Source: an optimization exercise on an open RTL-to-GDS flow (aim: small area). Production flows keep margins and buffers that such runs may drop. The RTL was checked by simulation tests, not by an equivalence proof against the original design.

## flow/design.v (module list and top-level ports; edited modules follow where they fit)
// module FA: 4 lines
// module HA: 4 lines
// module adder_tree: 1472 lines
// module mac_array: 607 lines
module mac_array#(
    parameter   BATCH   = 32,
    parameter   DATA_W  = 8,
    parameter   RES_W   = 32
    )(
    input   clk,
    input   rst,
    input   new_acc,
    input   [BATCH  -1 : 0][DATA_W  -1 : 0] vec_a,
    input   [BATCH  -1 : 0][DATA_W  -1 : 0] vec_b,
    output  [BATCH  -1 : 0][RES_W   -1 : 0] vec_out,
    output  [RES_W  -1 : 0] sca_out
    );
  // ...
==> flow/flow/run.sh <==
#!/bin/bash
# The standard layout (standard synthesis, floorplan, placement, CTS,
# routing) with two changes:
# - the port buffers that placement inserts on every input and output use the
#   smallest buffer cell instead of a delay buffer;
# - CTS clusters more flip-flops per leaf buffer and adds no dummy loads.
set -euo pipefail
export BUFFER_PORTS_ARGS="-buffer_cell sky130_fd_sc_hd__buf_1"
export CTS_ARGS="-sink_clustering_enable -repair_clock_nets -dont_use_dummy_load -sink_clustering_size 24 -sink_clustering_max_diameter 120"
bash standard.sh > standard.log 2>&1
==> flow/standard.sh <==
#!/bin/bash
# synth_recipe.tcl (not shown) runs the flow's synth.tcl, then flattens the netlist and writes it again
# the make line also repeats each setting of config.mk as NAME=value (left out here)
make -C /OpenROAD-flow-scripts/flow DESIGN_CONFIG=/design/flow/config.mk WORK_HOME=/design/flow/orfs CLKGATE_MAP_FILE= SYNTH_SCRIPT=/design/flow/synth_recipe.tcl "${@:-finish}"
==> flow/config.mk <==
export PLATFORM = sky130hd
export DESIGN_NAME = mac_array
export DESIGN_NICKNAME = mac_array
export VERILOG_FILES = /design/flow/design.v
export SDC_FILE = /design/flow/constraint.sdc
export NUM_CORES = 4
export LEC_CHECK = 0
export CAP_MARGIN = 35
export CORE_MARGIN = 2
export CORE_UTILIZATION = 60
export SLEW_MARGIN = 35
export SYNTH_HIERARCHICAL = 1
==> flow/constraint.sdc <==
create_clock -name core_clock -period 6.0 [get_ports {clk}]
set_input_delay 1.2000 -clock core_clock [delete_from_list [all_inputs] [get_ports {clk}]]
set_output_delay 1.2000 -clock core_clock [all_outputs]
set_load 0.01 [all_outputs]
==> impl_metrics.tcl, run 1 <==
set metrics [dict create \
    post-route-drc-count 0 \
    final_common_cell "fa_1" \
    cts_inserted_buffers 105 \
    min_path_type "reg2reg" \
    cp.depth 14 \
    coreArea_um2 238000 \
    buf_share_pct 4.26 \
    clkSinkCount 2296 \
    n_fill_cell 19300 \
    buffers_excl_clock 1633 \
    rrSetupSlack_ns 0.20 \
    grtUsageMet1_pct 46.9 \
    top_layer "met5" \
    crit_chain "nor2_1, ha_1, fa_1, fa_1, fa_1, fa_1, fa_1, fa_1, fa_1, fa_1, fa_1, fa_1, ha_1, xor2_1" \
    htreeDepth 3 \
    crit_fanout 8 \
    synthMuxAreaShare_pct 1.48 \
    drt_iter0_drc 7247 \
    slowest_stage "dfxtp_1" \
    gr-usage-met3_pct 11.7 \
    final_area_um2 151000 \
    io_buffers 1569 \
    fin_crit_ns 5.80 \
    clk_pin_slew_ns 0.10 \
    yosysWarnings 8 \
    dp_slack_ns 0.383 \
    yosysMostFrequentCell "fa_1" \
    rsz0062_at_grt "no" \
    worst_path_dominant_cell_family "adder cells" \
    post_dp_cell_area_um2 148000 \
    area_growth_pct 4.78 \
    maxCapViolCount 0 \
    outcome "timing/DRC/antenna clean" \
    setup_tns_ns 0 \
    whs_endpoint "adder_tree_inst.f[2]" \
    tightestPinTransition_ns 1.02 \
    placed_cells 16500 \
    async_reset_ff_share_pct 0 \
    instances_no_fill 16700 \
]
==> inputs of run 2 (changes only) <==
--- a/flow/design.v
+++ b/flow/design.v
@@ -977,16 +977,268 @@
     wire t958;
     wire t959;
     wire t960;
     wire t961;
     wire t962;
     wire t963;
     wire t964;
     wire t965;
+    wire t966;
+    wire t967;
+    wire t968;
+    wire t969;
+    wire t970;
+    wire t971;
+    wire t972;
+    wire t973;
+    wire t974;
+    wire t975;
+    wire t976;
+    wire t977;
+    wire t978;
+    wire t979;
+    wire t980;
+    wire t981;
+    wire t982;
+    wire t983;
+    wire t984;
+    wire t985;
+    wire t986;
+    wire t987;
+    wire t988;
+    wire t989;
+    wire t990;
+    wire t991;
+    wire t992;
+    wire t993;
+    wire t994;
+    wire t995;
+    wire t996;
+    wire t997;
+    wire t998;
+    wire t999;
+    wire t1000;
+    wire t1001;
+    wire t1002;
+    wire t1003;
+    wire t1004;
+    wire t1005;
+    wire t1006;
+    wire t1007;
+    wire t1008;
+    wire t1009;
+    wire t1010;
+    wire t1011;
+    wire t1012;
+    wire t1013;
+    wire t1014;
+    wire t1015;
+    wire t1016;
+    wire t1017;
+    wire t1018;
+    wire t1019;
+    wire t1020;
+    wire t1021;
+    wire t1022;
+    wire t1023;
+    wire t1024;
+    wire t1025;
+    wire t1026;
+    wire t1027;
+    wire t1028;
+    wire t1029;
+    wire t1030;
+    wire t1031;
+    wire t1032;
+    wire t1033;
+    wire t1034;
+    wire t1035;
+    wire t1036;
+    wire t1037;
+    wire t1038;
+    wire t1039;
+    wire t1040;
+    wire t1041;
+    wire t1042;
+    wire t1043;
+    wire t1044;
+    wire t1045;
+    wire t1046;
+    wire t1047;
+    wire t1048;
+    wire t1049;
+    wire t1050;
+    wire t1051;
+    wire t1052;
+    wire t1053;
+    wire t1054;
+    wire t1055;
+    wire t1056;
+    wire t1057;
+    wire t1058;
+    wire t1059;
+    wire t1060;
+    wire t1061;
+    wire t1062;
+    wire t1063;
+    wire t1064;
+    wire t1065;
+    wire t1066;
+    wire t1067;
+    wire t1068;
+    wire t1069;
+    wire t1070;
+    wire t1071;
+    wire t1072;
+    wire t1073;
+    wire t1074;
+    wire t1075;
+    wire t1076;
+    wire t1077;
+    wire t1078;
+    wire t1079;
+    wire t1080;
+    wire t1081;
+    wire t1082;
+    wire t1083;
+    wire t1084;
+    wire t1085;
+    wire t1086;
+    wire t1087;
+    wire t1088;
+    wire t1089;
+    wire t1090;
+    wire t1091;
+    wire t1092;
+    wire t1093;
+    wire t1094;
+    wire t1095;
+    wire t1096;
+    wire t1097;
+    wire t1098;
+    wire t1099;
+    wire t1100;
+    wire t1101;
+    wire t1102;
+    wire t1103;
+    wire t1104;
+    wire t1105;
+    wire t1106;
+    wire t1107;
+    wire t1108;
+    wire t1109;
+    wire t1110;
+    wire t1111;
+    wire t1112;
+    wire t1113;
+    wire t1114;
+    wire t1115;
+    wire t1116;
+    wire t1117;
+    wire t1118;
+    wire t1119;
+    wire t1120;
+    wire t1121;
+    wire t1122;
+    wire t1123;
+    wire t1124;
+    wire t1125;
+    wire t1126;
+    wire t1127;
+    wire t1128;
+    wire t1129;
+    wire t1130;
+    wire t1131;
+    wire t1132;
+    wire t1133;
+    wire t1134;
+    wire t1135;
+    wire t1136;
+    wire t1137;
+    wire t1138;
+    wire t1139;
+    wire t1140;
+    wire t1141;
+    wire t1142;
+    wire t1143;
+    wire t1144;
+    wire t1145;
+    wire t1146;
+    wire t1147;
+    wire t1148;
+    wire t1149;
+    wire t1150;
+    wire t1151;
+    wire t1152;
+    wire t1153;
+    wire t1154;
+    wire t1155;
+    wire t1156;
+    wire t1157;
+    wire t1158;
+    wire t1159;
+    wire t1160;
+    wire t1161;
+    wire t1162;
+    wire t1163;
+    wire t1164;
+    wire t1165;
+    wire t1166;
+    wire t1167;
+    wire t1168;
+    wire t1169;
+    wire t1170;
+    wire t1171;
+    wire t1172;
+    wire t1173;
+    wire t1174;
+    wire t1175;
+    wire t1176;
+    wire t1177;
+    wire t1178;
+    wire t1179;
+    wire t1180;
+    wire t1181;
+    wire t1182;
+    wire t1183;
+    wire t1184;
+    wire t1185;
+    wire t1186;
+    wire t1187;
+    wire t1188;
+    wire t1189;
+    wire t1190;
+    wire t1191;
+    wire t1192;
+    wire t1193;
+    wire t1194;
+    wire t1195;
+    wire t1196;
+    wire t1197;
+    wire t1198;
+    wire t1199;
+    wire t1200;
+    wire t1201;
+    wire t1202;
+    wire t1203;
+    wire t1204;
+    wire t1205;
+    wire t1206;
+    wire t1207;
+    wire t1208;
+    wire t1209;
+    wire t1210;
+    wire t1211;
+    wire t1212;
+    wire t1213;
+    wire t1214;
+    wire t1215;
+    wire [20:0] d1_n;
+    wire [31:0] s_n;
     FA u_t0 (.a(prod[0]), .b(prod[112]), .c(prod[128]), .s(t0), .co(t1));
     FA u_t2 (.a(prod[144]), .b(prod[160]), .c(prod[16]), .s(t2), .co(t3));
     FA u_t4 (.a(prod[113]), .b(prod[129]), .c(prod[145]), .s(t4), .co(t5));
     FA u_t6 (.a(prod[161]), .b(prod[177]), .c(prod[17]), .s(t6), .co(t7));
     FA u_t8 (.a(prod[193]), .b(prod[1]), .c(prod[209]), .s(t8), .co(t9));
     FA u_t10 (.a(prod[114]), .b(prod[130]), .c(prod[146]), .s(t10), .co(t11));
     FA u_t12 (.a(prod[162]), .b(prod[178]), .c(prod[18]), .s(t12), .co(t13));
     FA u_t14 (.a(prod[194]), .b(prod[210]), .c(prod[226]), .s(t14), .co(t15));
@@ -1460,26 +1712,236 @@
     FA u_t950 (.a(t864), .b(t911), .c(t912), .s(t950), .co(t951));
     FA u_t952 (.a(t868), .b(t913), .c(t914), .s(t952), .co(t953));
     FA u_t954 (.a(t872), .b(t915), .c(t916), .s(t954), .co(t955));
     FA u_t956 (.a(t876), .b(t917), .c(t918), .s(t956), .co(t957));
     FA u_t958 (.a(t880), .b(t919), .c(t920), .s(t958), .co(t959));
     FA u_t960 (.a(t884), .b(t921), .c(t922), .s(t960), .co(t961));
     FA u_t962 (.a(t888), .b(t923), .c(t924), .s(t962), .co(t963));
     FA u_t964 (.a(t889), .b(t926), .c(t925), .s(t964), .co(t965));
+    HA u_t966 (.a(cs0[0]), .b(cs1[0]), .s(t966), .co(t967));
+    FA u_t968 (.a(cs0[1]), .b(cs1[1]), .c(t967), .s(t968), .co(t969));
+    FA u_t970 (.a(cs0[2]), .b(cs1[2]), .c(t969), .s(t970), .co(t971));
+    FA u_t972 (.a(cs0[3]), .b(cs1[3]), .c(t971), .s(t972), .co(t973));
+    FA u_t974 (.a(cs0[4]), .b(cs1[4]), .c(t973), .s(t974), .co(t975));
+    HA u_t976 (.a(cs0[5]), .b(cs1[5]), .s(t976), .co(t977));
+    FA u_t978 (.a(cs0[6]), .b(cs1[6]), .c(t977), .s(t978), .co(t979));
+    FA u_t980 (.a(cs0[7]), .b(cs1[7]), .c(t979), .s(t980), .co(t981));
+    FA u_t982 (.a(cs0[8]), .b(cs1[8]), .c(t981), .s(t982), .co(t983));
+    FA u_t984 (.a(cs0[9]), .b(cs1[9]), .c(t983), .s(t984), .co(t985));
+    assign t986 = t976 ^ t975;
+    assign t987 = t975 & t976;
+    assign t988 = t978 ^ t987;
+    assign t989 = t976 & t978;
+    assign t990 = t975 & t989;
+    assign t991 = t980 ^ t990;
+    assign t992 = t989 & t980;
+    assign t993 = t975 & t992;
+    assign t994 = t982 ^ t993;
+    assign t995 = t992 & t982;
+    assign t996 = t975 & t995;
+    assign t997 = t984 ^ t996;
+    assign t998 = t995 & t984;
+    assign t999 = t985 | (t975 & t998);
+    HA u_t1000 (.a(cs0[10]), .b(cs1[10]), .s(t1000), .co(t1001));
+    FA u_t1002 (.a(cs0[11]), .b(cs1[11]), .c(t1001), .s(t1002), .co(t1003));
+    FA u_t1004 (.a(cs0[12]), .b(cs1[12]), .c(t1003), .s(t1004), .co(t1005));
+    FA u_t1006 (.a(cs0[13]), .b(cs1[13]), .c(t1005), .s(t1006), .co(t1007));
+    FA u_t1008 (.a(cs0[14]), .b(cs1[14]), .c(t1007), .s(t1008), .co(t1009));
+    assign t1010 = t1000 ^ t999;
+    assign t1011 = t999 & t1000;
+    assign t1012 = t1002 ^ t1011;
+    assign t1013 = t1000 & t1002;
+    assign t1014 = t999 & t1013;
+    assign t1015 = t1004 ^ t1014;
+    assign t1016 = t1013 & t1004;
+    assign t1017 = t999 & t1016;
+    assign t1018 = t1006 ^ t1017;
+    assign t1019 = t1016 & t1006;
+    assign t1020 = t999 & t1019;
+    assign t1021 = t1008 ^ t1020;
+    assign t1022 = t1019 & t1008;
+    assign t1023 = t1009 | (t999 & t1022);
+    HA u_t1024 (.a(cs0[15]), .b(cs1[15]), .s(t1024), .co(t1025));
+    FA u_t1026 (.a(cs0[16]), .b(cs1[16]), .c(t1025), .s(t1026), .co(t1027));
+    FA u_t1028 (.a(cs0[17]), .b(cs1[17]), .c(t1027), .s(t1028), .co(t1029));
+    FA u_t1030 (.a(cs0[18]), .b(cs1[18]), .c(t1029), .s(t1030), .co(t1031));
+    FA u_t1032 (.a(cs0[19]), .b(cs1[19]), .c(t1031), .s(t1032), .co(t1033));
+    FA u_t1034 (.a(cs0[20]), .b(cs1[20]), .c(t1033), .s(t1034), .co(t1035));
+    assign t1036 = t1024 ^ t1023;
+    assign t1037 = t1023 & t1024;
+    assign t1038 = t1026 ^ t1037;
+    assign t1039 = t1024 & t1026;
+    assign t1040 = t1023 & t1039;
+    assign t1041 = t1028 ^ t1040;
+    assign t1042 = t1039 & t1028;
+    assign t1043 = t1023 & t1042;
+    assign t1044 = t1030 ^ t1043;
+    assign t1045 = t1042 & t1030;
+    assign t1046 = t1023 & t1045;
+    assign t1047 = t1032 ^ t1046;
+    assign t1048 = t1045 & t1032;
+    assign t1049 = t1023 & t1048;
+    assign t1050 = t1034 ^ t1049;
+    assign t1051 = t1048 & t1034;
+    assign t1052 = t1035 | (t1023 & t1051);
+    assign t1053 = s[0] & ~f[5];
+    assign t1054 = s[1] & ~f[5];
+    assign t1055 = s[2] & ~f[5];
+    assign t1056 = s[3] & ~f[5];
+    assign t1057 = s[4] & ~f[5];
+    assign t1058 = s[5] & ~f[5];
+    assign t1059 = s[6] & ~f[5];
+    assign t1060 = s[7] & ~f[5];
+    assign t1061 = s[8] & ~f[5];
+    assign t1062 = s[9] & ~f[5];
+    assign t1063 = s[10] & ~f[5];
+    assign t1064 = s[11] & ~f[5];
+    assign t1065 = s[12] & ~f[5];
+    assign t1066 = s[13] & ~f[5];
+    assign t1067 = s[14] & ~f[5];
+    assign t1068 = s[15] & ~f[5];
+    assign t1069 = s[16] & ~f[5];
+    assign t1070 = s[17] & ~f[5];
+    assign t1071 = s[18] & ~f[5];
+    assign t1072 = s[19] & ~f[5];
+    assign t1073 = s[20] & ~f[5];
+    assign t1074 = s[21] & ~f[5];
+    assign t1075 = s[22] & ~f[5];
+    assign t1076 = s[23] & ~f[5];
+    assign t1077 = s[24] & ~f[5];
+    assign t1078 = s[25] & ~f[5];
+    assign t1079 = s[26] & ~f[5];
+    assign t1080 = s[27] & ~f[5];
+    assign t1081 = s[28] & ~f[5];
+    assign t1082 = s[29] & ~f[5];
+    assign t1083 = s[30] & ~f[5];
+    assign t1084 = s[31] & ~f[5];
+    HA u_t1085 (.a(t1053), .b(d5[0]), .s(t1085), .co(t1086));
+    FA u_t1087 (.a(t1054), .b(d5[1]), .c(t1086), .s(t1087), .co(t1088));
+    FA u_t1089 (.a(t1055), .b(d5[2]), .c(t1088), .s(t1089), .co(t1090));
+    FA u_t1091 (.a(t1056), .b(d5[3]), .c(t1090), .s(t1091), .co(t1092));
+    FA u_t1093 (.a(t1057), .b(d5[4]), .c(t1092), .s(t1093), .co(t1094));
+    HA u_t1095 (.a(t1058), .b(d5[5]), .s(t1095), .co(t1096));
+    FA u_t1097 (.a(t1059), .b(d5[6]), .c(t1096), .s(t1097), .co(t1098));
+    FA u_t1099 (.a(t1060), .b(d5[7]), .c(t1098), .s(t1099), .co(t1100));
+    FA u_t1101 (.a(t1061), .b(d5[8]), .c(t1100), .s(t1101), .co(t1102));
+    FA u_t1103 (.a(t1062), .b(d5[9]), .c(t1102), .s(t1103), .co(t1104));
+    assign t1105 = t1095 ^ t1094;
+    assign t1106 = t1094 & t1095;
+    assign t1107 = t1097 ^ t1106;
+    assign t1108 = t1095 & t1097;
+    assign t1109 = t1094 & t1108;
+    assign t1110 = t1099 ^ t1109;
+    assign t1111 = t1108 & t1099;
+    assign t1112 = t1094 & t1111;
+    assign t1113 = t1101 ^ t1112;
+    assign t1114 = t1111 & t1101;
+    assign t1115 = t1094 & t1114;
+    assign t1116 = t1103 ^ t1115;
+    assign t1117 = t1114 & t1103;
+    assign t1118 = t1104 | (t1094 & t1117);
+    HA u_t1119 (.a(t1063), .b(d5[10]), .s(t1119), .co(t1120));
+    FA u_t1121 (.a(t1064), .b(d5[11]), .c(t1120), .s(t1121), .co(t1122));
+    FA u_t1123 (.a(t1065), .b(d5[12]), .c(t1122), .s(t1123), .co(t1124));
+    FA u_t1125 (.a(t1066), .b(d5[13]), .c(t1124), .s(t1125), .co(t1126));
+    FA u_t1127 (.a(t1067), .b(d5[14]), .c(t1126), .s(t1127), .co(t1128));
+    assign t1129 = t1119 ^ t1118;
+    assign t1130 = t1118 & t1119;
+    assign t1131 = t1121 ^ t1130;
+    assign t1132 = t1119 & t1121;
+    assign t1133 = t1118 & t1132;
+    assign t1134 = t1123 ^ t1133;
+    assign t1135 = t1132 & t1123;
+    assign t1136 = t1118 & t1135;
+    assign t1137 = t1125 ^ t1136;
+    assign t1138 = t1135 & t1125;
+    assign t1139 = t1118 & t1138;
+    assign t1140 = t1127 ^ t1139;
+    assign t1141 = t1138 & t1127;
+    assign t1142 = t1128 | (t1118 & t1141);
+    HA u_t1143 (.a(t1068), .b(d5[15]), .s(t1143), .co(t1144));
+    FA u_t1145 (.a(t1069), .b(d5[16]), .c(t1144), .s(t1145), .co(t1146));
+    FA u_t1147 (.a(t1070), .b(d5[17]), .c(t1146), .s(t1147), .co(t1148));
+    FA u_t1149 (.a(t1071), .b(d5[18]), .c(t1148), .s(t1149), .co(t1150));
+    FA u_t1151 (.a(t1072), .b(d5[19]), .c(t1150), .s(t1151), .co(t1152));
+    FA u_t1153 (.a(t1073), .b(d5[20]), .c(t1152), .s(t1153), .co(t1154));
+    assign t1155 = t1143 ^ t1142;
+    assign t1156 = t1142 & t1143;
+    assign t1157 = t1145 ^ t1156;
+    assign t1158 = t1143 & t1145;
+    assign t1159 = t1142 & t1158;
+    assign t1160 = t1147 ^ t1159;
+    assign t1161 = t1158 & t1147;
+    assign t1162 = t1142 & t1161;
+    assign t1163 = t1149 ^ t1162;
+    assign t1164 = t1161 & t1149;
+    assign t1165 = t1142 & t1164;
+    assign t1166 = t1151 ^ t1165;
+    assign t1167 = t1164 & t1151;
+    assign t1168 = t1142 & t1167;
+    assign t1169 = t1153 ^ t1168;
+    assign t1170 = t1167 & t1153;
+    assign t1171 = t1154 | (t1142 & t1170);
+    assign t1172 = t1171 & ~d5[20];
+    assign t1173 = ~t1171 & d5[20];
+    assign t1174 = t1172 | t1173;
+    assign t1175 = t1074 ^ t1174;
+    assign t1176 = (t1172 & t1074) | (t1173 & ~t1074);
+    assign t1177 = t1075 ^ t1176;
+    assign t1178 = t1074 & t1075;
+    assign t1179 = ~t1074 & ~t1075;
+    assign t1180 = (t1172 & t1178) | (t1173 & t1179);
+    assign t1181 = t1076 ^ t1180;
+    assign t1182 = t1178 & t1076;
+    assign t1183 = t1179 & ~t1076;
+    assign t1184 = (t1172 & t1182) | (t1173 & t1183);
+    assign t1185 = t1077 ^ t1184;
+    assign t1186 = t1182 & t1077;
+    assign t1187 = t1183 & ~t1077;
+    assign t1188 = (t1172 & t1186) | (t1173 & t1187);
+    assign t1189 = t1078 ^ t1188;
+    assign t1190 = t1186 & t1078;
+    assign t1191 = t1187 & ~t1078;
+    assign t1192 = (t1172 & t1190) | (t1173 & t1191);
+    assign t1193 = t1079 ^ t1192;
+    assign t1194 = t1190 & t1079;
+    assign t1195 = t1191 & ~t1079;
+    assign t1196 = (t1172 & t1194) | (t1173 & t1195);
+    assign t1197 = t1080 ^ t1196;
+    assign t1198 = t1194 & t1080;
+    assign t1199 = t1195 & ~t1080;
+    assign t1200 = (t1172 & t1198) | (t1173 & t1199);
+    assign t1201 = t1081 ^ t1200;
+    assign t1202 = t1198 & t1081;
+    assign t1203 = t1199 & ~t1081;
+    assign t1204 = (t1172 & t1202) | (t1173 & t1203);
+    assign t1205 = t1082 ^ t1204;
+    assign t1206 = t1202 & t1082;
+    assign t1207 = t1203 & ~t1082;
+    assign t1208 = (t1172 & t1206) | (t1173 & t1207);
+    assign t1209 = t1083 ^ t1208;
+    assign t1210 = t1206 & t1083;
+    assign t1211 = t1207 & ~t1083;
+    assign t1212 = (t1172 & t1210) | (t1173 & t1211);
+    assign t1213 = t1084 ^ t1212;
+    assign t1214 = t1210 & t1084;
+    assign t1215 = t1211 & ~t1084;
+    assign d1_n = {t1050, t1047, t1044, t1041, t1038, t1036, t1021, t1018, t1015, t1012, t1010, t997, t994, t991, t988, t986, t974, t972, t970, t968, t966};
+    assign s_n = {t1213, t1209, t1205, t1201, t1197, t1193, t1189, t1185, t1181, t1177, t1175, t1169, t1166, t1163, t1160, t1157, t1155, t1140, t1137, t1134, t1131, t1129, t1116, t1113, t1110, t1107, t1105, t1093, t1091, t1089, t1087, t1085};
     always @(posedge clk) begin
         cs0 <= {1'b1, t927, t963, t961, t959, t957, t955, t953, t951, t949, t947, t945, t943, t941, t939, t937, t935, t933, t931, t929, t890};
         cs1 <= {1'b0, t965, t964, t962, t960, t958, t956, t954, t952, t950, t948, t946, t944, t942, t940, t938, t936, t934, t932, t930, t928};
-        d1  <= cs0 + cs1;
+        d1  <= d1_n;
         d2  <= d1;
         d3  <= d2;
         d4  <= d3;
         d5  <= d4;
         f   <= {f[4:0], sload_reg};
-        s   <= (f[5] ? 32'd0 : s) + {{11{d5[20]}}, d5};
+        s   <= s_n;
     end
     assign sum = s;
 endmodule
 module mac_array#(
     parameter   BATCH   = 32,
     parameter   DATA_W  = 8,
     parameter   RES_W   = 32
     )(
==> flow/config.mk (replaced) <==
export PLATFORM = sky130hd
export DESIGN_NAME = mac_array
export DESIGN_NICKNAME = mac_array
export VERILOG_FILES = /design/flow/design.v
export SDC_FILE = /design/flow/constraint.sdc
export NUM_CORES = 4
export LEC_CHECK = 0
export CAP_MARGIN = 35
export CORE_MARGIN = 2
export CORE_UTILIZATION = 70
export SLEW_MARGIN = 35
export SYNTH_HIERARCHICAL = 1
==> impl_metrics.tcl, run 2 <==
set metrics [dict create \
    grt_antenna_before_repair 78 \
    setup-violations-final 0 \
    drive_gt1_share_pct 6.25 \
    tritoncts "yes" \
    post_drt_wl_per_cell_um 28.7 \
    postCtsHoldBufs 0 \
    instances_no_fill 16100 \
    first_pass_iters 6 \
    grt_max_degree 104 \
    post_dp_cell_area_um2 147000 \
    yosysWarnings 8 \
    synth-seq-cells 2296 \
    synthDistinctLibCells 82 \
    drt-total-wl_um 460000 \
    maxCapViolCount 0 \
    cts_buffer_depth 3 \
    synth_edf_count 0 \
    yosys.area.top_type "fa_1" \
    rows 166 \
    slowest_stage "dfxtp_1" \
    synth_area_leaders "fa_1 (34%), dfxtp_1 (32%), nor2_1 (4.8%), nor2b_1 (4.1%), ha_1 (3.9%)" \
    setup_tns_ns 0 \
    htreeDepth 3 \
    grt_pass1_wl_um 668000 \
    regArea_um2 46000 \
    globalRouteOverflowTotal 0 \
    skew_ns 0.0732 \
    synth.top_cell.area_share_pct 34.3 \
    slowest_delay_ns 0.55 \
    hold_viol_final 0 \
    final_common_cell "fa_1" \
    io_buffers 1569 \
    final_cell_mix "fa_1 (2458), dfxtp_1 (2295), nor2_1 (1835)" \
    nNetsFinal 16700 \
    fin_crit_ns 5.72 \
    post_synth.cell_area_avg_um2 11.3 \
    place_hpwl_um 391000 \
    post_cts_buffers 0 \
    syn-instance-count 12700 \
    fmax_mhz 175 \
    multi_input_area_um2 88700 \
    ys_top_cells_by_count "fa_1 (2458), dfxtp_1 (2296), nor2_1 (1835), nor2b_1 (951), inv_1 (665)" \
    startpoint_type "flip-flop" \
    rsz0062_at_grt "no" \
    n_fill_cell 14300 \
    ant_nets 0 \
    clkLatencyLatePin_ns 0.85 \
    tightestPinTransition_ns 0.978 \
    cts.repair.resized 0 \
    critPathBufInv 0 \
    syn_nets 16100 \
    outcome "timing/DRC/antenna clean" \
    max-slew-margin-rel_pct 35.1 \
    critPathRequiredTime_ns 6.73 \
    io_pins 1571 \
    coreArea_um2 204000 \
    critical_path_arrival_ns 6.45 \
    crit_type "reg2reg" \
    yosysMostFrequentCell "fa_1" \
    period_share_pct 95.3 \
    crit_chain "nor2_1, ha_1, fa_1, fa_1, fa_1, fa_1, fa_1, fa_1, fa_1, fa_1, fa_1, fa_1, ha_1, xor2_1" \
    initial_core_util_pct 70.2 \
    cp_common_cell "fa_1" \
    min_path_type "reg2reg" \
    cts_root_buf "clkbuf_16" \
    grt_usage_pct 44.6 \
    crit_fanout 8 \
    drt_iter0_drc 8193 \
    clkSinkCount 2296 \
    final_area_um2 150000 \
    dieHeight_um 457 \
    die_w_um 457 \
    post-route-drc-count 0 \
    synth_area_um2 143000 \
    grt_pass1_vias 100000 \
    clk_pin_slew_ns 0.10 \
    via_count 95400 \
    critPathCaptureType "flip-flop" \
    synthFlopType "dfxtp_1" \
    globalplace.congestion 1.04 \
    area_growth_pct 4.47 \
    viasPerCell 5.94 \
    die-area_um2 208000 \
    placed_cells 15900 \
    ys_seq_area_share_pct 32.1 \
    worst_path_dominant_cell_family "adder cells" \
    async_reset_ff_share_pct 0 \
    slew_viol_final 0 \
    cts_inserted_buffers 105 \
]
## run 2: per-stage QoR
stage | hold slack, ns | utilization [%] | worst slack [ns]
2_1_floorplan | 0.310 | - | 0.720
3_3_place_gp | 0.311 | 72.0 | 0.403
3_5_place_dp | 0.312 | 72.0 | 0.368
4_1_cts | 0.309 | 73.3 | 0.322
5_1_grt | 0.315 | 73.3 | 0.0970
6_report | 0.300 | 73.4 | 0.280
## run 2: worst paths after layout
path	from	end	slack [ns]	depth (start not counted)
worst min-delay path	adder_tree_inst.d2[9]	adder_tree_inst.d3[9]	0.30	0
worst max-delay path	ARR[13].a_reg[1]	ARR[13].mult_reg[13]	0.28	14
worst min register to register	adder_tree_inst.d2[9]	adder_tree_inst.d3[9]	0.30	0
worst max register to register	ARR[13].a_reg[1]	ARR[13].mult_reg[13]	0.28	14
## run 2: kinds of logic (layout without fill, tap and decap cells)
logic type	count (synthesis)	in the layout	share of synthesized area (%)
AND/OR/NAND/NOR	4330	4330	15.5
XOR/XNOR	761	761	4.65
multiplexers	199	199	1.51
AO/OA/AOI/OAI	405	405	1.98
flip-flops	2296	2296	32.1
adder cells (fa/ha/maj)	2902	2902	38.2
other	2	65	0.00524
buffers and inverters	1807	2409	6.10
## run 2: layout make-up
class	count	share of cell area, %
sequential	2296	30.7
timing repair buffer	1639	4.34
multi-input combinational	8599	59.2
antenna	63	0.105
clock buffer	105	1.75
inverter	665	1.67
tap	2688	2.25
## run 2: modules after synthesis, one instance, submodules excluded
module	flops+latches	copies in the design
FA	0	2458
mac_array	2113	1
HA	0	339
adder_tree	183	1
## run 2: per-layer routing
metal,GRT usage (%),share of wire [%],wire length [um],up-vias
met5,0,0.046,212,-
met4,41.2,12,54100,36
met3,14.9,11,50800,1482
met2,64.7,43,197000,5087
met1,52.4,34,158000,48400
li1,-,-,-,40400
==> module mac_array, before the edit <==
module mac_array#(
    parameter   BATCH   = 32,
    parameter   DATA_W  = 8,
    parameter   RES_W   = 32
    )(
    input   clk,
    input   rst,
    input   new_acc,
    input   [BATCH  -1 : 0][DATA_W  -1 : 0] vec_a,
    input   [BATCH  -1 : 0][DATA_W  -1 : 0] vec_b,
    output  [BATCH  -1 : 0][RES_W   -1 : 0] vec_out,
    output  [RES_W  -1 : 0] sca_out
    );
    reg sload_reg;
    always @(posedge clk) sload_reg <= new_acc;
    wire [BATCH*16-1:0] prod_all;
    generate
        genvar i;
        for (i = 0; i < BATCH; i = i + 1) begin: ARR
    wire [7:0]  a = vec_a[i];
    wire [7:0]  b = vec_b[i];
    wire [15:0] prod;
    wire [31:0] accum_out;
    reg [7:0]  a_reg, b_reg;
    reg [15:0] mult_reg;
    reg [15:0] lo;
    reg [15:0] hi;
    reg        inc, dec;
    wire [15:0] upper;
    wire m0;
    wire m1;
    wire m2;
    wire m3;
    wire m4;
    wire m5;
    wire m6;
    wire m7;
    wire m8;
    wire m9;
    wire m10;
    wire m11;
    wire m12;
    wire m13;
    wire m14;
    wire m15;
    wire m16;
    wire m17;
    wire m18;
    wire m19;
    wire m20;
    wire m21;
    wire m22;
    wire m23;
    wire m24;
    wire m25;
    wire m26;
    wire m27;
    wire m28;
    wire m29;
    wire m30;
    wire m31;
    wire m32;
    wire m33;
    wire m34;
    wire m35;
    wire m36;
    wire m37;
    wire m38;
    wire m39;
    wire m40;
    wire m41;
    wire m42;
    wire m43;
    wire m44;
    wire m45;
    wire m46;
    wire m47;
    wire m48;
    wire m49;
    wire m50;
    wire m51;
    wire m52;
    wire m53;
    wire m54;
    wire m55;
    wire m56;
    wire m57;
    wire m58;
    wire m59;
    wire m60;
    wire m61;
    wire m62;
    wire m63;
    wire m64;
    wire m65;
    wire m66;
    wire m67;
    wire m68;
    wire m69;
    wire m70;
    wire m71;
    wire m72;
    wire m73;
    wire m74;
    wire m75;
    wire m76;
    wire m77;
    wire m78;
    wire m79;
    wire m80;
    wire m81;
    wire m82;
    wire m83;
    wire m84;
    wire m85;
    wire m86;
    wire m87;
    wire m88;
    wire m89;
    wire m90;
    wire m91;
    wire m92;
    wire m93;
    wire m94;
    wire m95;
    wire m96;
    wire m97;
    wire m98;
    wire m99;
    wire m100;
    wire m101;
    wire m102;
    wire m103;
    wire m104;
    wire m105;
    wire m106;
    wire m107;
    wire m108;
    wire m109;
    wire m110;
    wire m111;
    wire m112;
    wire m113;
    wire m114;
    wire m115;
    wire m116;
    wire m117;
    wire m118;
    wire m119;
    wire m120;
    wire m121;
    wire m122;
    wire m123;
    wire m124;
    wire m125;
    wire m126;
    wire m127;
    wire m128;
    wire m129;
    wire m130;
    wire m131;
    wire m132;
    wire m133;
    wire m134;
    wire m135;
    wire m136;
    wire m137;
    wire m138;
    wire m139;
    wire m140;
    wire m141;
    wire m142;
    wire m143;
    wire m144;
    wire m145;
    wire m146;
    wire m147;
    wire m148;
    wire m149;
    wire m150;
    wire m151;
    wire m152;
    wire m153;
    wire m154;
    wire m155;
    wire m156;
    wire m157;
    wire m158;
    wire m159;
    wire m160;
    wire m161;
    wire m162;
    wire m163;
    wire m164;
    wire m165;
    wire m166;
    wire m167;
    wire m168;
    wire m169;
    wire m170;
    wire m171;
    wire m172;
    wire m173;
    wire m174;
    wire m175;
    wire m176;
    wire m177;
    wire m178;
    wire m179;
    wire m180;
    wire m181;
    wire m182;
    wire m183;
    wire m184;
    wire m185;
    wire m186;
    wire m187;
    wire m188;
    wire m189;
    wire m190;
    wire m191;
    wire m192;
    wire m193;
    wire m194;
    wire m195;
    wire m196;
    wire m197;
    wire m198;
    wire m199;
    wire m200;
    wire m201;
    wire m202;
    wire m203;
    wire m204;
    wire m205;
    wire m206;
    wire m207;
    wire m208;
    wire m209;
    wire m210;
    wire m211;
    wire m212;
    wire m213;
    wire m214;
    wire m215;
    wire m216;
    wire m217;
    wire m218;
    wire m219;
    wire m220;
    wire m221;
    wire m222;
    wire m223;
    wire m224;
    wire m225;
    wire m226;
    wire m227;
    wire m228;
    wire m229;
    wire m230;
    wire m231;
    wire m232;
    wire m233;
    wire m234;
    wire m235;
    wire m236;
    wire m237;
    wire m238;
    wire m239;
    wire m240;
    wire m241;
    wire m242;
    wire m243;
    wire m244;
    wire m245;
    wire m246;
    wire m247;
    wire m248;
    wire m249;
    wire m250;
    wire m251;
    wire m252;
    wire m253;
    wire m254;
    wire m255;
    wire m256;
    wire m257;
    wire m258;
    wire m259;
    wire m260;
    wire m261;
    wire m262;
    wire m263;
    wire m264;
    wire m265;
    wire m266;
    wire m267;
    wire m268;
    wire m269;
    wire m270;
    wire m271;
    wire m272;
    wire m273;
    wire m274;
    wire m275;
    wire m276;
    wire m277;
    wire m278;
    wire m279;
    wire m280;
    wire m281;
    wire m282;
    wire m283;
    wire m284;
    wire m285;
    wire m286;
    wire m287;
    wire m288;
    wire m289;
    wire m290;
    wire m291;
    wire m292;
    wire m293;
    wire m294;
    wire m295;
    wire m296;
    wire m297;
    wire m298;
    wire m299;
    wire m300;
    wire m301;
    wire m302;
    wire m303;
    wire m304;
    wire m305;
    wire m306;
    wire m307;
    wire m308;
    wire m309;
    wire m310;
    wire m311;
    wire m312;
    assign m0 = ~(a_reg[0] | b_reg[0]);
    assign m1 = ~(a_reg[0] | b_reg[1]);
    assign m2 = ~(a_reg[0] | b_reg[2]);
    assign m3 = ~(a_reg[0] | b_reg[3]);
    assign m4 = ~(a_reg[0] | b_reg[4]);
    assign m5 = ~(a_reg[0] | b_reg[5]);
    assign m6 = ~(a_reg[0] | b_reg[6]);
    assign m7 = a_reg[0] | b_reg[7];
    assign m8 = ~(a_reg[1] | b_reg[0]);
    assign m9 = ~(a_reg[1] | b_reg[1]);
    assign m10 = ~(a_reg[1] | b_reg[2]);
    assign m11 = ~(a_reg[1] | b_reg[3]);
    assign m12 = ~(a_reg[1] | b_reg[4]);
    assign m13 = ~(a_reg[1] | b_reg[5]);
    assign m14 = ~(a_reg[1] | b_reg[6]);
    assign m15 = a_reg[1] | b_reg[7];
    assign m16 = ~(a_reg[2] | b_reg[0]);
    assign m17 = ~(a_reg[2] | b_reg[1]);
    assign m18 = ~(a_reg[2] | b_reg[2]);
    assign m19 = ~(a_reg[2] | b_reg[3]);
    assign m20 = ~(a_reg[2] | b_reg[4]);
    assign m21 = ~(a_reg[2] | b_reg[5]);
    assign m22 = ~(a_reg[2] | b_reg[6]);
    assign m23 = a_reg[2] | b_reg[7];
    assign m24 = ~(a_reg[3] | b_reg[0]);
    assign m25 = ~(a_reg[3] | b_reg[1]);
    assign m26 = ~(a_reg[3] | b_reg[2]);
    assign m27 = ~(a_reg[3] | b_reg[3]);
    assign m28 = ~(a_reg[3] | b_reg[4]);
    assign m29 = ~(a_reg[3] | b_reg[5]);
    assign m30 = ~(a_reg[3] | b_reg[6]);
    assign m31 = a_reg[3] | b_reg[7];
    assign m32 = ~(a_reg[4] | b_reg[0]);
    assign m33 = ~(a_reg[4] | b_reg[1]);
    assign m34 = ~(a_reg[4] | b_reg[2]);
    assign m35 = ~(a_reg[4] | b_reg[3]);
    assign m36 = ~(a_reg[4] | b_reg[4]);
    assign m37 = ~(a_reg[4] | b_reg[5]);
    assign m38 = ~(a_reg[4] | b_reg[6]);
    assign m39 = a_reg[4] | b_reg[7];
    assign m40 = ~(a_reg[5] | b_reg[0]);
    assign m41 = ~(a_reg[5] | b_reg[1]);
    assign m42 = ~(a_reg[5] | b_reg[2]);
    assign m43 = ~(a_reg[5] | b_reg[3]);
    assign m44 = ~(a_reg[5] | b_reg[4]);
    assign m45 = ~(a_reg[5] | b_reg[5]);
    assign m46 = ~(a_reg[5] | b_reg[6]);
    assign m47 = a_reg[5] | b_reg[7];
    assign m48 = ~(a_reg[6] | b_reg[0]);
    assign m49 = ~(a_reg[6] | b_reg[1]);
    assign m50 = ~(a_reg[6] | b_reg[2]);
    assign m51 = ~(a_reg[6] | b_reg[3]);
    assign m52 = ~(a_reg[6] | b_reg[4]);
    assign m53 = ~(a_reg[6] | b_reg[5]);
    assign m54 = ~(a_reg[6] | b_reg[6]);
    assign m55 = a_reg[6] | b_reg[7];
    assign m56 = a_reg[7] | b_reg[0];
    assign m57 = a_reg[7] | b_reg[1];
    assign m58 = a_reg[7] | b_reg[2];
    assign m59 = a_reg[7] | b_reg[3];
    assign m60 = a_reg[7] | b_reg[4];
    assign m61 = a_reg[7] | b_reg[5];
    assign m62 = a_reg[7] | b_reg[6];
    assign m63 = ~(a_reg[7] | b_reg[7]);
    HA u_m64 (.a(m13), .b(m20), .s(m64), .co(m65));
    FA u_m66 (.a(m14), .b(m21), .c(m28), .s(m66), .co(m67));
    HA u_m68 (.a(m35), .b(m42), .s(m68), .co(m69));
    assign m70 = ~(m15 ^ m22);
    assign m71 = m15 | m22;
    FA u_m72 (.a(m29), .b(m36), .c(m43), .s(m72), .co(m73));
    FA u_m74 (.a(m23), .b(m30), .c(m37), .s(m74), .co(m75));
    HA u_m76 (.a(m11), .b(m18), .s(m76), .co(m77));
    FA u_m78 (.a(m12), .b(m19), .c(m26), .s(m78), .co(m79));
    HA u_m80 (.a(m33), .b(m40), .s(m80), .co(m81));
    FA u_m82 (.a(m27), .b(m34), .c(m41), .s(m82), .co(m83));
    FA u_m84 (.a(m48), .b(m6), .c(m64), .s(m84), .co(m85));
    FA u_m86 (.a(m49), .b(m56), .c(m7), .s(m86), .co(m87));
    FA u_m88 (.a(m65), .b(m68), .c(m66), .s(m88), .co(m89));
    FA u_m90 (.a(m50), .b(m57), .c(m69), .s(m90), .co(m91));
    FA u_m92 (.a(m67), .b(m70), .c(m72), .s(m92), .co(m93));
    FA u_m94 (.a(m44), .b(m51), .c(m58), .s(m94), .co(m95));
    FA u_m96 (.a(m71), .b(m73), .c(m74), .s(m96), .co(m97));
    FA u_m98 (.a(m31), .b(m38), .c(m45), .s(m98), .co(m99));
    FA u_m100 (.a(m52), .b(m59), .c(m75), .s(m100), .co(m101));
    FA u_m102 (.a(m39), .b(m46), .c(m53), .s(m102), .co(m103));
    HA u_m104 (.a(m10), .b(m17), .s(m104), .co(m105));
    FA u_m106 (.a(m25), .b(m32), .c(m4), .s(m106), .co(m107));
    FA u_m108 (.a(m5), .b(m77), .c(m80), .s(m108), .co(m109));
    FA u_m110 (.a(m81), .b(m79), .c(m82), .s(m110), .co(m111));
    FA u_m112 (.a(m83), .b(m86), .c(m85), .s(m112), .co(m113));
    FA u_m114 (.a(m87), .b(m90), .c(m89), .s(m114), .co(m115));
    FA u_m116 (.a(m91), .b(m94), .c(m93), .s(m116), .co(m117));
    FA u_m118 (.a(m95), .b(m98), .c(m100), .s(m118), .co(m119));
    FA u_m120 (.a(m60), .b(m99), .c(m102), .s(m120), .co(m121));
    FA u_m122 (.a(m47), .b(m54), .c(m61), .s(m122), .co(m123));
    HA u_m124 (.a(m16), .b(m2), .s(m124), .co(m125));
    FA u_m126 (.a(m24), .b(m3), .c(m104), .s(m126), .co(m127));
    FA u_m128 (.a(m105), .b(m76), .c(m106), .s(m128), .co(m129));
    FA u_m130 (.a(m107), .b(m78), .c(m108), .s(m130), .co(m131));
    FA u_m132 (.a(m109), .b(m84), .c(m110), .s(m132), .co(m133));
    FA u_m134 (.a(m111), .b(m88), .c(m112), .s(m134), .co(m135));
    FA u_m136 (.a(m113), .b(m92), .c(m114), .s(m136), .co(m137));
    FA u_m138 (.a(m96), .b(m115), .c(m116), .s(m138), .co(m139));
    FA u_m140 (.a(m97), .b(m117), .c(m118), .s(m140), .co(m141));
    FA u_m142 (.a(m101), .b(m120), .c(m119), .s(m142), .co(m143));
    FA u_m144 (.a(m103), .b(m122), .c(m121), .s(m144), .co(m145));
    FA u_m146 (.a(m55), .b(m62), .c(m123), .s(m146), .co(m147));
    HA u_m148 (.a(m1), .b(m8), .s(m148), .co(m149));
    FA u_m150 (.a(m9), .b(m124), .c(m149), .s(m150), .co(m151));
    FA u_m152 (.a(m125), .b(m126), .c(m151), .s(m152), .co(m153));
    FA u_m154 (.a(m127), .b(m128), .c(m153), .s(m154), .co(m155));
    FA u_m156 (.a(m129), .b(m130), .c(m155), .s(m156), .co(m157));
    FA u_m158 (.a(m131), .b(m132), .c(m157), .s(m158), .co(m159));
    FA u_m160 (.a(m133), .b(m134), .c(m159), .s(m160), .co(m161));
    FA u_m162 (.a(m135), .b(m136), .c(m161), .s(m162), .co(m163));
    FA u_m164 (.a(m137), .b(m138), .c(m163), .s(m164), .co(m165));
    FA u_m166 (.a(m139), .b(m140), .c(m165), .s(m166), .co(m167));
    FA u_m168 (.a(m141), .b(m142), .c(m167), .s(m168), .co(m169));
    HA u_m170 (.a(m144), .b(m143), .s(m170), .co(m171));
    FA u_m172 (.a(m146), .b(m145), .c(m171), .s(m172), .co(m173));
    FA u_m174 (.a(m63), .b(m147), .c(m173), .s(m174), .co(m175));
    assign m176 = m170 ^ m169;
    assign m177 = m169 & m170;
    assign m178 = m172 ^ m177;
    assign m179 = m170 & m172;
    assign m180 = m169 & m179;
    assign m181 = m174 ^ m180;
    assign m182 = m179 & m174;
    assign m183 = m169 & m182;
    assign m184 = m175 ^ m183;
    assign m185 = ~mult_reg[15];
    assign m186 = lo[4] & ~sload_reg;
    assign m187 = lo[5] & ~sload_reg;
    assign m188 = lo[6] & ~sload_reg;
    assign m189 = lo[7] & ~sload_reg;
    assign m190 = lo[8] & ~sload_reg;
    assign m191 = lo[9] & ~sload_reg;
    assign m192 = lo[10] & ~sload_reg;
    assign m193 = lo[11] & ~sload_reg;
    assign m194 = lo[12] & ~sload_reg;
    assign m195 = lo[13] & ~sload_reg;
    assign m196 = lo[14] & ~sload_reg;
    assign m197 = lo[15] & ~sload_reg;
    HA u_m198 (.a(lo[0]), .b(mult_reg[0]), .s(m198), .co(m199));
    FA u_m200 (.a(lo[1]), .b(mult_reg[1]), .c(m199), .s(m200), .co(m201));
    FA u_m202 (.a(lo[2]), .b(mult_reg[2]), .c(m201), .s(m202), .co(m203));
    FA u_m204 (.a(lo[3]), .b(mult_reg[3]), .c(m203), .s(m204), .co(m205));
    assign m206 = m205 & ~sload_reg;
    FA u_m207 (.a(m186), .b(mult_reg[4]), .c(m206), .s(m207), .co(m208));
    FA u_m209 (.a(m187), .b(mult_reg[5]), .c(m208), .s(m209), .co(m210));
    FA u_m211 (.a(m188), .b(mult_reg[6]), .c(m210), .s(m211), .co(m212));
    FA u_m213 (.a(m189), .b(mult_reg[7]), .c(m212), .s(m213), .co(m214));
    FA u_m215 (.a(m190), .b(mult_reg[8]), .c(m214), .s(m215), .co(m216));
    FA u_m217 (.a(m191), .b(mult_reg[9]), .c(m216), .s(m217), .co(m218));
    FA u_m219 (.a(m192), .b(mult_reg[10]), .c(m218), .s(m219), .co(m220));
    HA u_m221 (.a(m193), .b(mult_reg[11]), .s(m221), .co(m222));
    FA u_m223 (.a(m194), .b(mult_reg[12]), .c(m222), .s(m223), .co(m224));
    FA u_m225 (.a(m195), .b(mult_reg[13]), .c(m224), .s(m225), .co(m226));
    FA u_m227 (.a(m196), .b(mult_reg[14]), .c(m226), .s(m227), .co(m228));
    FA u_m229 (.a(m197), .b(m185), .c(m228), .s(m229), .co(m230));
    assign m231 = m221 ^ m220;
    assign m232 = m220 & m221;
    assign m233 = m223 ^ m232;
    assign m234 = m221 & m223;
    assign m235 = m220 & m234;
    assign m236 = m225 ^ m235;
    assign m237 = m234 & m225;
    assign m238 = m220 & m237;
    assign m239 = m227 ^ m238;
    assign m240 = m237 & m227;
    assign m241 = m220 & m240;
    assign m242 = m229 ^ m241;
    assign m243 = m240 & m229;
    assign m244 = m230 | (m220 & m243);
    assign m245 = sload_reg ? mult_reg[0] : m198;
    assign m246 = sload_reg ? mult_reg[1] : m200;
    assign m247 = sload_reg ? mult_reg[2] : m202;
    assign m248 = sload_reg ? mult_reg[3] : m204;
    assign m249 = m244 & ~m185;
    assign m250 = ~m244 & m185;
    assign m251 = inc | dec;
    assign m252 = hi[0] ^ m251;
    assign m253 = (inc & hi[0]) | (dec & ~hi[0]);
    assign m254 = hi[1] ^ m253;
    assign m255 = hi[0] & hi[1];
    assign m256 = ~hi[0] & ~hi[1];
    assign m257 = (inc & m255) | (dec & m256);
    assign m258 = hi[2] ^ m257;
    assign m259 = m255 & hi[2];
    assign m260 = m256 & ~hi[2];
    assign m261 = (inc & m259) | (dec & m260);
    assign m262 = hi[3] ^ m261;
    assign m263 = m259 & hi[3];
    assign m264 = m260 & ~hi[3];
    assign m265 = (inc & m263) | (dec & m264);
    assign m266 = hi[4] ^ m265;
    assign m267 = m263 & hi[4];
    assign m268 = m264 & ~hi[4];
    assign m269 = (inc & m267) | (dec & m268);
    assign m270 = hi[5] ^ m269;
    assign m271 = m267 & hi[5];
    assign m272 = m268 & ~hi[5];
    assign m273 = (inc & m271) | (dec & m272);
    assign m274 = hi[6] ^ m273;
    assign m275 = m271 & hi[6];
    assign m276 = m272 & ~hi[6];
    assign m277 = (inc & m275) | (dec & m276);
    assign m278 = hi[7] ^ m277;
    assign m279 = m275 & hi[7];
    assign m280 = m276 & ~hi[7];
    assign m281 = (inc & m279) | (dec & m280);
    assign m282 = hi[8] ^ m281;
    assign m283 = m279 & hi[8];
    assign m284 = m280 & ~hi[8];
    assign m285 = (inc & m283) | (dec & m284);
    assign m286 = hi[9] ^ m285;
    assign m287 = m283 & hi[9];
    assign m288 = m284 & ~hi[9];
    assign m289 = (inc & m287) | (dec & m288);
    assign m290 = hi[10] ^ m289;
    assign m291 = m287 & hi[10];
    assign m292 = m288 & ~hi[10];
    assign m293 = (inc & m291) | (dec & m292);
    assign m294 = hi[11] ^ m293;
    assign m295 = m291 & hi[11];
    assign m296 = m292 & ~hi[11];
    assign m297 = (inc & m295) | (dec & m296);
    assign m298 = hi[12] ^ m297;
    assign m299 = m295 & hi[12];
    assign m300 = m296 & ~hi[12];
    assign m301 = (inc & m299) | (dec & m300);
    assign m302 = hi[13] ^ m301;
    assign m303 = m299 & hi[13];
    assign m304 = m300 & ~hi[13];
    assign m305 = (inc & m303) | (dec & m304);
    assign m306 = hi[14] ^ m305;
    assign m307 = m303 & hi[14];
    assign m308 = m304 & ~hi[14];
    assign m309 = (inc & m307) | (dec & m308);
    assign m310 = hi[15] ^ m309;
    assign m311 = m307 & hi[15];
    assign m312 = m308 & ~hi[15];
    assign upper = {m310, m306, m302, m298, m294, m290, m286, m282, m278, m274, m270, m266, m262, m258, m254, m252};
    always @(posedge clk) begin
        a_reg     <= ~a;
        b_reg     <= ~b;
        mult_reg  <= {m184, m181, m178, m176, m168, m166, m164, m162, m160, m158, m156, m154, m152, m150, m148, m0};
        lo        <= {m242, m239, m236, m233, m231, m219, m217, m215, m213, m211, m209, m207, m248, m247, m246, m245};
        inc       <= m249;
        dec       <= m250;
        hi        <= upper & {16{~sload_reg}};
    end
    assign prod      = mult_reg;
    assign accum_out = {upper, lo};
    assign prod_all[16*i +: 16] = prod;
    assign vec_out[i] = accum_out;
        end
    endgenerate
    adder_tree adder_tree_inst (
        .clk        (clk        ),
        .sload_reg  (sload_reg  ),
        .prod       (prod_all   ),
        .sum        (sca_out    )
    );
endmodule
==> inputs of run 3 (changes only) <==
--- a/flow/design.v
+++ b/flow/design.v
@@ -2279,9 +2279,6 @@
     wire m307;
     wire m308;
     wire m309;
-    wire m310;
-    wire m311;
-    wire m312;
     assign m0 = ~(a_reg[0] | b_reg[0]);
     assign m1 = ~(a_reg[0] | b_reg[1]);
     assign m2 = ~(a_reg[0] | b_reg[2]);
@@ -2437,101 +2434,98 @@
     FA u_m215 (.a(m190), .b(mult_reg[8]), .c(m214), .s(m215), .co(m216));
     FA u_m217 (.a(m191), .b(mult_reg[9]), .c(m216), .s(m217), .co(m218));
     FA u_m219 (.a(m192), .b(mult_reg[10]), .c(m218), .s(m219), .co(m220));
-    HA u_m221 (.a(m193), .b(mult_reg[11]), .s(m221), .co(m222));
-    FA u_m223 (.a(m194), .b(mult_reg[12]), .c(m222), .s(m223), .co(m224));
+    FA u_m221 (.a(m193), .b(mult_reg[11]), .c(m220), .s(m221), .co(m222));
+    HA u_m223 (.a(m194), .b(mult_reg[12]), .s(m223), .co(m224));
     FA u_m225 (.a(m195), .b(mult_reg[13]), .c(m224), .s(m225), .co(m226));
     FA u_m227 (.a(m196), .b(mult_reg[14]), .c(m226), .s(m227), .co(m228));
     FA u_m229 (.a(m197), .b(m185), .c(m228), .s(m229), .co(m230));
-    assign m231 = m221 ^ m220;
-    assign m232 = m220 & m221;
-    assign m233 = m223 ^ m232;
-    assign m234 = m221 & m223;
-    assign m235 = m220 & m234;
-    assign m236 = m225 ^ m235;
-    assign m237 = m234 & m225;
-    assign m238 = m220 & m237;
-    assign m239 = m227 ^ m238;
-    assign m240 = m237 & m227;
-    assign m241 = m220 & m240;
-    assign m242 = m229 ^ m241;
-    assign m243 = m240 & m229;
-    assign m244 = m230 | (m220 & m243);
-    assign m245 = sload_reg ? mult_reg[0] : m198;
-    assign m246 = sload_reg ? mult_reg[1] : m200;
-    assign m247 = sload_reg ? mult_reg[2] : m202;
-    assign m248 = sload_reg ? mult_reg[3] : m204;
-    assign m249 = m244 & ~m185;
-    assign m250 = ~m244 & m185;
-    assign m251 = inc | dec;
-    assign m252 = hi[0] ^ m251;
-    assign m253 = (inc & hi[0]) | (dec & ~hi[0]);
-    assign m254 = hi[1] ^ m253;
-    assign m255 = hi[0] & hi[1];
-    assign m256 = ~hi[0] & ~hi[1];
-    assign m257 = (inc & m255) | (dec & m256);
-    assign m258 = hi[2] ^ m257;
-    assign m259 = m255 & hi[2];
-    assign m260 = m256 & ~hi[2];
-    assign m261 = (inc & m259) | (dec & m260);
-    assign m262 = hi[3] ^ m261;
-    assign m263 = m259 & hi[3];
-    assign m264 = m260 & ~hi[3];
-    assign m265 = (inc & m263) | (dec & m264);
-    assign m266 = hi[4] ^ m265;
-    assign m267 = m263 & hi[4];
-    assign m268 = m264 & ~hi[4];
-    assign m269 = (inc & m267) | (dec & m268);
-    assign m270 = hi[5] ^ m269;
-    assign m271 = m267 & hi[5];
-    assign m272 = m268 & ~hi[5];
-    assign m273 = (inc & m271) | (dec & m272);
-    assign m274 = hi[6] ^ m273;
-    assign m275 = m271 & hi[6];
-    assign m276 = m272 & ~hi[6];
-    assign m277 = (inc & m275) | (dec & m276);
-    assign m278 = hi[7] ^ m277;
-    assign m279 = m275 & hi[7];
-    assign m280 = m276 & ~hi[7];
-    assign m281 = (inc & m279) | (dec & m280);
-    assign m282 = hi[8] ^ m281;
-    assign m283 = m279 & hi[8];
-    assign m284 = m280 & ~hi[8];
-    assign m285 = (inc & m283) | (dec & m284);
-    assign m286 = hi[9] ^ m285;
-    assign m287 = m283 & hi[9];
-    assign m288 = m284 & ~hi[9];
-    assign m289 = (inc & m287) | (dec & m288);
-    assign m290 = hi[10] ^ m289;
-    assign m291 = m287 & hi[10];
-    assign m292 = m288 & ~hi[10];
-    assign m293 = (inc & m291) | (dec & m292);
-    assign m294 = hi[11] ^ m293;
-    assign m295 = m291 & hi[11];
-    assign m296 = m292 & ~hi[11];
-    assign m297 = (inc & m295) | (dec & m296);
-    assign m298 = hi[12] ^ m297;
-    assign m299 = m295 & hi[12];
-    assign m300 = m296 & ~hi[12];
-    assign m301 = (inc & m299) | (dec & m300);
-    assign m302 = hi[13] ^ m301;
-    assign m303 = m299 & hi[13];
-    assign m304 = m300 & ~hi[13];
-    assign m305 = (inc & m303) | (dec & m304);
-    assign m306 = hi[14] ^ m305;
-    assign m307 = m303 & hi[14];
-    assign m308 = m304 & ~hi[14];
-    assign m309 = (inc & m307) | (dec & m308);
-    assign m310 = hi[15] ^ m309;
-    assign m311 = m307 & hi[15];
-    assign m312 = m308 & ~hi[15];
-    assign upper = {m310, m306, m302, m298, m294, m290, m286, m282, m278, m274, m270, m266, m262, m258, m254, m252};
+    assign m231 = m223 ^ m222;
+    assign m232 = m222 & m223;
+    assign m233 = m225 ^ m232;
+    assign m234 = m223 & m225;
+    assign m235 = m222 & m234;
+    assign m236 = m227 ^ m235;
+    assign m237 = m234 & m227;
+    assign m238 = m222 & m237;
+    assign m239 = m229 ^ m238;
+    assign m240 = m237 & m229;
+    assign m241 = m230 | (m222 & m240);
+    assign m242 = sload_reg ? mult_reg[0] : m198;
+    assign m243 = sload_reg ? mult_reg[1] : m200;
+    assign m244 = sload_reg ? mult_reg[2] : m202;
+    assign m245 = sload_reg ? mult_reg[3] : m204;
+    assign m246 = m241 & ~m185;
+    assign m247 = ~m241 & m185;
+    assign m248 = inc | dec;
+    assign m249 = hi[0] ^ m248;
+    assign m250 = (inc & hi[0]) | (dec & ~hi[0]);
+    assign m251 = hi[1] ^ m250;
+    assign m252 = hi[0] & hi[1];
+    assign m253 = ~hi[0] & ~hi[1];
+    assign m254 = (inc & m252) | (dec & m253);
+    assign m255 = hi[2] ^ m254;
+    assign m256 = m252 & hi[2];
+    assign m257 = m253 & ~hi[2];
+    assign m258 = (inc & m256) | (dec & m257);
+    assign m259 = hi[3] ^ m258;
+    assign m260 = m256 & hi[3];
+    assign m261 = m257 & ~hi[3];
+    assign m262 = (inc & m260) | (dec & m261);
+    assign m263 = hi[4] ^ m262;
+    assign m264 = m260 & hi[4];
+    assign m265 = m261 & ~hi[4];
+    assign m266 = (inc & m264) | (dec & m265);
+    assign m267 = hi[5] ^ m266;
+    assign m268 = m264 & hi[5];
+    assign m269 = m265 & ~hi[5];
+    assign m270 = (inc & m268) | (dec & m269);
+    assign m271 = hi[6] ^ m270;
+    assign m272 = m268 & hi[6];
+    assign m273 = m269 & ~hi[6];
+    assign m274 = (inc & m272) | (dec & m273);
+    assign m275 = hi[7] ^ m274;
+    assign m276 = m272 & hi[7];
+    assign m277 = m273 & ~hi[7];
+    assign m278 = (inc & m276) | (dec & m277);
+    assign m279 = hi[8] ^ m278;
+    assign m280 = m276 & hi[8];
+    assign m281 = m277 & ~hi[8];
+    assign m282 = (inc & m280) | (dec & m281);
+    assign m283 = hi[9] ^ m282;
+    assign m284 = m280 & hi[9];
+    assign m285 = m281 & ~hi[9];
+    assign m286 = (inc & m284) | (dec & m285);
+    assign m287 = hi[10] ^ m286;
+    assign m288 = m284 & hi[10];
+    assign m289 = m285 & ~hi[10];
+    assign m290 = (inc & m288) | (dec & m289);
+    assign m291 = hi[11] ^ m290;
+    assign m292 = m288 & hi[11];
+    assign m293 = m289 & ~hi[11];
+    assign m294 = (inc & m292) | (dec & m293);
+    assign m295 = hi[12] ^ m294;
+    assign m296 = m292 & hi[12];
+    assign m297 = m293 & ~hi[12];
+    assign m298 = (inc & m296) | (dec & m297);
+    assign m299 = hi[13] ^ m298;
+    assign m300 = m296 & hi[13];
+    assign m301 = m297 & ~hi[13];
+    assign m302 = (inc & m300) | (dec & m301);
+    assign m303 = hi[14] ^ m302;
+    assign m304 = m300 & hi[14];
+    assign m305 = m301 & ~hi[14];
+    assign m306 = (inc & m304) | (dec & m305);
+    assign m307 = hi[15] ^ m306;
+    assign m308 = m304 & hi[15];
+    assign m309 = m305 & ~hi[15];
+    assign upper = {m307, m303, m299, m295, m291, m287, m283, m279, m275, m271, m267, m263, m259, m255, m251, m249};
     always @(posedge clk) begin
         a_reg     <= ~a;
         b_reg     <= ~b;
         mult_reg  <= {m184, m181, m178, m176, m168, m166, m164, m162, m160, m158, m156, m154, m152, m150, m148, m0};
-        lo        <= {m242, m239, m236, m233, m231, m219, m217, m215, m213, m211, m209, m207, m248, m247, m246, m245};
-        inc       <= m249;
-        dec       <= m250;
+        lo        <= {m239, m236, m233, m231, m221, m219, m217, m215, m213, m211, m209, m207, m245, m244, m243, m242};
+        inc       <= m246;
+        dec       <= m247;
         hi        <= upper & {16{~sload_reg}};
     end
     assign prod      = mult_reg;
--- a/flow/config.mk
+++ b/flow/config.mk
@@ -7,6 +7,6 @@
 export LEC_CHECK = 0
 export CAP_MARGIN = 35
 export CORE_MARGIN = 2
-export CORE_UTILIZATION = 70
+export CORE_UTILIZATION = 60
 export SLEW_MARGIN = 35
 export SYNTH_HIERARCHICAL = 1
==> impl_metrics.tcl, run 3 <==
set metrics [dict create \
    min_path_type "reg2reg" \
    regArea_um2 46000 \
    critical_path_arrival_ns 6.63 \
    ys_top_cells_by_count "fa_1 (2458), dfxtp_1 (2296), nor2_1 (1844), nor2b_1 (953), inv_1 (663)" \
    area_growth_pct 5.06 \
    period_share_pct 98.4 \
    rrSetupSlack_ns 0.1 \
    synth_area_um2 143000 \
    tightestPinTransition_ns 0.891 \
    crit_fanout 3 \
    synth.top_cell.area_share_pct 34.5 \
    dieHeight_um 492 \
    max-slew-margin-rel_pct 40.6 \
    clkSinkCount 2296 \
    first_pass_iters 8 \
    ys_seq_area_share_pct 32.2 \
    critPathCaptureType "flip-flop" \
    n_fill_cell 19300 \
    globalRouteOverflowTotal 0 \
    async_reset_ff_share_pct 0 \
    cts_root_buf "clkbuf_16" \
    final_cell_mix "fa_1 (2449), dfxtp_1 (2293), nor2_1 (1844)" \
    post_drt_wl_per_cell_um 27.9 \
    rsz0062_at_grt "no" \
    htreeDepth 3 \
    crit_type "reg2reg" \
    grt_pass1_wl_um 664000 \
    die-area_um2 242000 \
    viasPerCell 5.63 \
    setup-violations-final 0 \
    synthDistinctLibCells 81 \
    cts_inserted_buffers 105 \
    synth-seq-cells 2296 \
    clk_pin_slew_ns 0.10 \
    synth_edf_count 0 \
    grt_antenna_before_repair 87 \
    post_synth.cell_area_avg_um2 11.3 \
    nNetsFinal 16600 \
    synth_area_leaders "fa_1 (34%), dfxtp_1 (32%), nor2_1 (4.9%), nor2b_1 (4.2%), ha_1 (3.9%)" \
    post-route-drc-count 0 \
    initial_core_util_pct 60.2 \
    multi_input_area_um2 88100 \
    yosysMostFrequentCell "fa_1" \
    coreArea_um2 237000 \
    syn_nets 16000 \
    via_count 92700 \
    rows 179 \
    ant_nets 0 \
    cts_buffer_depth 3 \
    yosysWarnings 8 \
    io_pins 1571 \
    fmax_mhz 169 \
    final_area_um2 150000 \
    post_cts_buffers 0 \
    grt_max_degree 220 \
    die_w_um 492 \
    syn-instance-count 12600 \
    grt_usage_pct 38.2 \
    critPathRequiredTime_ns 6.73 \
    clkLatencyLatePin_ns 0.81 \
    grt_pass1_vias 97700 \
    tritoncts "yes" \
    io_buffers 1569 \
    startpoint_type "flip-flop" \
    fin_crit_ns 5.90 \
    place_hpwl_um 394000 \
    slew_viol_final 0 \
    drt_iter0_drc 6882 \
    synthFlopType "dfxtp_1" \
    outcome "timing/DRC/antenna clean" \
    setup_tns_ns 0 \
    hold_viol_final 0 \
    final_common_cell "fa_1" \
    drive_gt1_share_pct 6.30 \
    skew_ns 0.0396 \
    yosys.area.top_type "fa_1" \
    maxCapViolCount 0 \
    post_dp_cell_area_um2 147000 \
    globalplace.congestion 0.998 \
    drt-total-wl_um 459000 \
]
run 3: area by class of cell:
type,instances,area share (%)
Multi-Input combinational cell,8512,58.8
Timing Repair Buffer,1647,4.39
Antenna cell,75,0.125
Clock buffer,105,1.75
Sequential cell,2296,30.7
Inverter,663,1.66
Tap cell,3167,2.64
run 3: per-layer routing:
| metal | track usage, % | wire (um) |
|---|---|---|
| met4 | 25.8 | 38900 |
| met2 | 58.7 | 207000 |
| met1 | 46.4 | 168000 |
| met3 | 11.8 | 45500 |
| met5 | 0 | 160 |
run 3: cell families after synthesis:
kind of cell | synth area share [%]
and+or+nand+nor | 15.4
muxes | 1.50
adders and majority gates | 38.4
other | 0.00526
DFF | 32.2
AOI/OAI and AO/OA | 1.90
buffers and inverters | 6.11
xor gates and xnor gates | 4.50
run 3: worst max-delay path, cell delays in order (launching register included):
cell     delay [ns]
dfxtp_1        0.34
ha_1           0.21
fa_1           0.40
fa_1           0.39
fa_1           0.35
nor2b_1        0.15
fa_1           0.48
fa_1           0.43
fa_1           0.41
fa_1           0.39
fa_1           0.39
fa_1           0.42
fa_1           0.40
fa_1           0.39
and3_1         0.24
a31oi_2        0.28
and2_1         0.16
run 3: per-stage QoR:
stage | util [%] | worst slack [ns] | instances | hold slack, ns
6_report | 63.2 | 0.0970 | 16500 | 0.320
5_1_grt | 63.2 | 0.00320 | 16400 | 0.333
4_1_cts | 63.1 | 0.0288 | 16400 | 0.325
3_5_place_dp | 62.0 | 0.0793 | 16300 | 0.312
3_3_place_gp | 62.0 | 0.180 | 16300 | 0.313
2_1_floorplan | - | 0.609 | 12600 | 0.310
run 3: worst paths after layout:
check / from / end / cells past startpoint
min: adder_tree_inst.d1[15] / adder_tree_inst.d2[15] / 0
max reg2reg: ARR[6].lo[0] / ARR[6].dec / 16
min reg2reg: adder_tree_inst.d1[15] / adder_tree_inst.d2[15] / 0
max: ARR[6].lo[0] / ARR[6].dec / 16
run 3: what timing repair did:
item,CTS,global route
hold buffers,0,0
hold endpoints to repair,0,0
resized for setup,0,21
endpoints found under the setup margin,0,22
run 3: modules after synthesis (local to each module, per instance):
module | times used | cells
FA | 2458 | 1
HA | 339 | 1
adder_tree | 1 | 356
mac_array | 1 | 9458

[port drivers added, routing unchanged]
Ports are ideal in the flow. The routed layouts listed here were re-timed in OpenROAD. Step 1 sets driving cells, clkbuf_16 on the clock port and buf_2 on the other inputs (assumed; they add their load-dependent delay and slew). Step 2 times the ports against the registers' clock, not the clock port: input delays grow and output delays shrink by t, the midpoint of the rising clock arrivals with the driver on. Slacks: ideal / step 1 / step 2; pairs: ideal / step 1.
run	t, ns	slack for setup (ns)	worst slew at a driven data input, ns
run 1	0.905	0.201 / 0.201 / 0.201	0.22
run 2	0.922	0.280 / 0.280 / 0.280	0.22
run 3	0.907	0.097 / 0.097 / 0.097	0.23
After both steps every run listed still meets setup and hold.
